This is an optimization exercise on Yosys and OpenROAD, whose aim is small area and a short achievable clock period, not a production implementation.
At most, simulation tests tie the RTL to the original design; equivalence was not proved.
Power and IR drop assume default switching activity.

==> module Registers, before the edit <==
module Registers (
  input  [22:0] fa,
  input  [22:0] fb,
  input         sa,
  input         sb,
  input  [7:0]  s0,
  input         gt_e,
  input         eq_e,
  input         fge,
  input  [7:0]  eL,
  input         of_in,
  output [31:0] Sum
);
  wire        agb = gt_e | (eq_e & fge);    
  wire [7:0]  dd  = s0 ^ {8{~gt_e}};
  wire        sub = sa ^ sb;
  wire [23:0] ma = {1'b1, fa}, mb = {1'b1, fb};
  wire [23:0] mL = agb ? ma : mb;
  wire [23:0] mP = agb ? (gt_e ? {1'b0, mb[23:1]} : mb) : ma;
  wire [23:0] mS = (|dd[7:5]) ? 24'd0 : mP >> dd[4:0];
  wire [23:0] s;
  wire        c;
  CSA #(24) add (.a(mL), .b(mS ^ {24{sub}}), .cin(sub), .s(s), .cout(c));
  wire [24:0] r = {c ^ sub, s};
  wire [4:0]  lz;
  wire [24:0] rs;
  normalizer n (.r(r), .lz(lz), .o(rs));
  wire        z  = ~|r;
  wire [7:0]  e1 = eL + 8'd1;
  wire [7:0]  e2 = eL + 8'd2;
  wire [7:0]  pe = z ? 8'd0 : e1 - {3'd0, lz};
  wire        of = of_in | (~z & (e2 == {3'd0, lz}));
  wire        sign = (agb ? sa : sb) & ~z;
  assign Sum = of ? 32'd0 : {sign, pe, rs[23:1]};
endmodule
==> module FPA, before the edit <==
module FPA (
  input  [31:0] A,
  input  [31:0] B,
  output [7:0]  s0,       
  output        gt_e,     
  output        eq_e,     
  output        fge,      
  output [7:0]  eL,       
  output        of_in     
);
  wire [7:0] ea = A[30:23], eb = B[30:23];
  CSA #(8) c (.a(ea), .b(~eb), .cin(1'b0), .s(s0), .cout(gt_e));
  assign eq_e = ea == eb;
  four_bit_adder #(23) cmp (.a(A[22:0]), .b(B[22:0]), .ge(fge));
  assign eL    = gt_e ? ea : eb;
  assign of_in = (&ea) | (&eb);
endmodule
==> module FPA_final, before the edit <==
module FPA_final (
  input         clk,
  input         rst,
  input  [31:0] in1,
  input  [31:0] in2,
  output reg [31:0] OUT
);
  wire       gt_n, eq_n, fge_n, of_n;
  wire [7:0] s0_n, eL_n;
  FPA B1 (.A(in1), .B(in2), .s0(s0_n), .gt_e(gt_n), .eq_e(eq_n), .fge(fge_n),
          .eL(eL_n), .of_in(of_n));
  reg [22:0] fa, fb;
  reg        sa, sb, gt_e, eq_e, fge, of_in, rst_d;
  reg [7:0]  s0, eL;
  always @(posedge clk) begin
    fa    <= in1[22:0];
    fb    <= in2[22:0];
    sa    <= in1[31];
    sb    <= in2[31];
    s0    <= s0_n;
    gt_e  <= gt_n;
    eq_e  <= eq_n;
    fge   <= fge_n;
    eL    <= eL_n;
    of_in <= of_n;
    rst_d <= rst;
  end
  wire [31:0] C;
  Registers M (.fa(fa), .fb(fb), .sa(sa), .sb(sb), .s0(s0), .gt_e(gt_e),
               .eq_e(eq_e), .fge(fge), .eL(eL), .of_in(of_in), .Sum(C));
  always @(posedge clk) begin
    if (rst)
      OUT <= 32'd0;
    else if (rst_d)
      OUT <= 32'h00800000;
    else
      OUT <= C;
  end
endmodule
==> flow/config.mk <==
export PLATFORM = sky130hd
export DESIGN_NAME = FPA_final
export DESIGN_NICKNAME = FPA_final
export VERILOG_FILES = /design/flow/design.v
export SDC_FILE = /design/flow/constraint.sdc
export NUM_CORES = 4
export LEC_CHECK = 0
export ABC_AREA = 1
export CAP_MARGIN = 20
export CORE_MARGIN = 2
export CORE_UTILIZATION = 40
export SLEW_MARGIN = 20
export ADDER_MAP_FILE =
export SETUP_SLACK_MARGIN = 15.3
export BUFFER_PORTS_ARGS = -buffer_cell sky130_fd_sc_hd__buf_1
==> flow/constraint.sdc <==
create_clock -name core_clock -period 22.0 [get_ports {clk}]
set_input_delay 4.4000 -clock core_clock [delete_from_list [all_inputs] [get_ports {clk}]]
set_output_delay 4.4000 -clock core_clock [all_outputs]
set_load 0.01 [all_outputs]
standard.sh (not shown) runs the stock make flow with config.mk's settings and CLKGATE_MAP_FILE= SYNTH_SCRIPT=/design/flow/synth_recipe.tcl, a recipe that flattens the netlist after the stock synthesis.
==> flow/flow/run.sh <==
#!/bin/bash
# Standard layout with three changes: the full/half-adder extraction pass is
# skipped in synthesis (ABC maps the prefix adders directly), the ports get
# sky130 buf_1 buffers, and the repair passes aim below the design's period.
cp config.mk config_orig.log
cat >> config.mk <<'EOC'
export ADDER_MAP_FILE =
export SETUP_SLACK_MARGIN = 15.3
export BUFFER_PORTS_ARGS = -buffer_cell sky130_fd_sc_hd__buf_1
EOC
bash standard.sh > standard_run.log 2>&1
Next try:
--- a/flow/design.v
+++ b/flow/design.v
@@ -5,13 +5,12 @@
   input         sb,
   input  [7:0]  s0,
   input         gt_e,
   input         eq_e,
   input         fge,
   input  [7:0]  eL,
-  input         of_in,
   output [31:0] Sum
 );
   wire        agb = gt_e | (eq_e & fge);    
   wire [7:0]  dd  = s0 ^ {8{~gt_e}};
   wire        sub = sa ^ sb;
   wire [23:0] ma = {1'b1, fa}, mb = {1'b1, fb};
@@ -26,13 +25,13 @@
   wire [24:0] rs;
   normalizer n (.r(r), .lz(lz), .o(rs));
   wire        z  = ~|r;
   wire [7:0]  e1 = eL + 8'd1;
   wire [7:0]  e2 = eL + 8'd2;
   wire [7:0]  pe = z ? 8'd0 : e1 - {3'd0, lz};
-  wire        of = of_in | (~z & (e2 == {3'd0, lz}));
+  wire        of = (&eL) | (~z & (e2 == {3'd0, lz}));
   wire        sign = (agb ? sa : sb) & ~z;
   assign Sum = of ? 32'd0 : {sign, pe, rs[23:1]};
 endmodule
 module four_bit_adder #(parameter N = 23) (input [N-1:0] a, input [N-1:0] b, output ge);
   wire [N-1:0] s;
   CSA #(N) c (.a(a), .b(~b), .cin(1'b1), .s(s), .cout(ge));
@@ -76,52 +75,49 @@
   input  [31:0] A,
   input  [31:0] B,
   output [7:0]  s0,       
   output        gt_e,     
   output        eq_e,     
   output        fge,      
-  output [7:0]  eL,       
-  output        of_in     
+  output [7:0]  eL        
 );
   wire [7:0] ea = A[30:23], eb = B[30:23];
   CSA #(8) c (.a(ea), .b(~eb), .cin(1'b0), .s(s0), .cout(gt_e));
   assign eq_e = ea == eb;
   four_bit_adder #(23) cmp (.a(A[22:0]), .b(B[22:0]), .ge(fge));
   assign eL    = gt_e ? ea : eb;
-  assign of_in = (&ea) | (&eb);
 endmodule
 module FPA_final (
   input         clk,
   input         rst,
   input  [31:0] in1,
   input  [31:0] in2,
   output reg [31:0] OUT
 );
-  wire       gt_n, eq_n, fge_n, of_n;
+  wire       gt_n, eq_n, fge_n;
   wire [7:0] s0_n, eL_n;
   FPA B1 (.A(in1), .B(in2), .s0(s0_n), .gt_e(gt_n), .eq_e(eq_n), .fge(fge_n),
-          .eL(eL_n), .of_in(of_n));
+          .eL(eL_n));
   reg [22:0] fa, fb;
-  reg        sa, sb, gt_e, eq_e, fge, of_in, rst_d;
+  reg        sa, sb, gt_e, eq_e, fge, rst_d;
   reg [7:0]  s0, eL;
   always @(posedge clk) begin
     fa    <= in1[22:0];
     fb    <= in2[22:0];
     sa    <= in1[31];
     sb    <= in2[31];
     s0    <= s0_n;
     gt_e  <= gt_n;
     eq_e  <= eq_n;
     fge   <= fge_n;
     eL    <= eL_n;
-    of_in <= of_n;
     rst_d <= rst;
   end
   wire [31:0] C;
   Registers M (.fa(fa), .fb(fb), .sa(sa), .sb(sb), .s0(s0), .gt_e(gt_e),
-               .eq_e(eq_e), .fge(fge), .eL(eL), .of_in(of_in), .Sum(C));
+               .eq_e(eq_e), .fge(fge), .eL(eL), .Sum(C));
   always @(posedge clk) begin
     if (rst)
       OUT <= 32'd0;
     else if (rst_d)
       OUT <= 32'h00800000;
     else
Cell area goes down by about 2.4%.
Setup slack gets worse by 0.30 ns.
Global-route usage shrinks by 0.19 points.
Die area is lower by 1.9%.
Total power fell by 4.0%.
Cell count shrinks by about 0.8%.
Routed wire length is lower by 7.0%.
Via count drops by 2.9%.
Area after synthesis went down by 1.9%.
First-iteration DRC count falls by 16%.
Combinational power went down by about 3%.
No functional check of the RTL was part of the second run of this note.

==> separate check: timing with driven ports <==
The flow's constraints put no driver on any port. The routed layouts listed below were extracted and timed again, unchanged, in two steps.
Step 1 sets driving cells, clkbuf_16 on the clock port and buf_2 on the other inputs (assumed; they add their load-dependent delay and slew).
Step 2 moves the port delays by t, midway between the first and last clock arrival at a register: inputs arrive t later, outputs are due t later. That takes back most of the time a late clock gives input paths.
a / b / c = ideal ports / drivers / drivers and shift; a / b = the first two.
| run | shift t [ns] | slack for setup (ns) | pins driven straight from the clock port |
|---|---|---|---|
| the first run | 0.406 | 15.912 / 15.912 / 15.534 | 1 |
| the second run | 0.409 | 15.609 / 15.623 / 15.214 | 1 |
After both steps setup and hold are still met in every run listed. For the second run, which loses most, drivers alone change the setup slack by +0.014 ns; drivers and shift together by -0.395 ns.
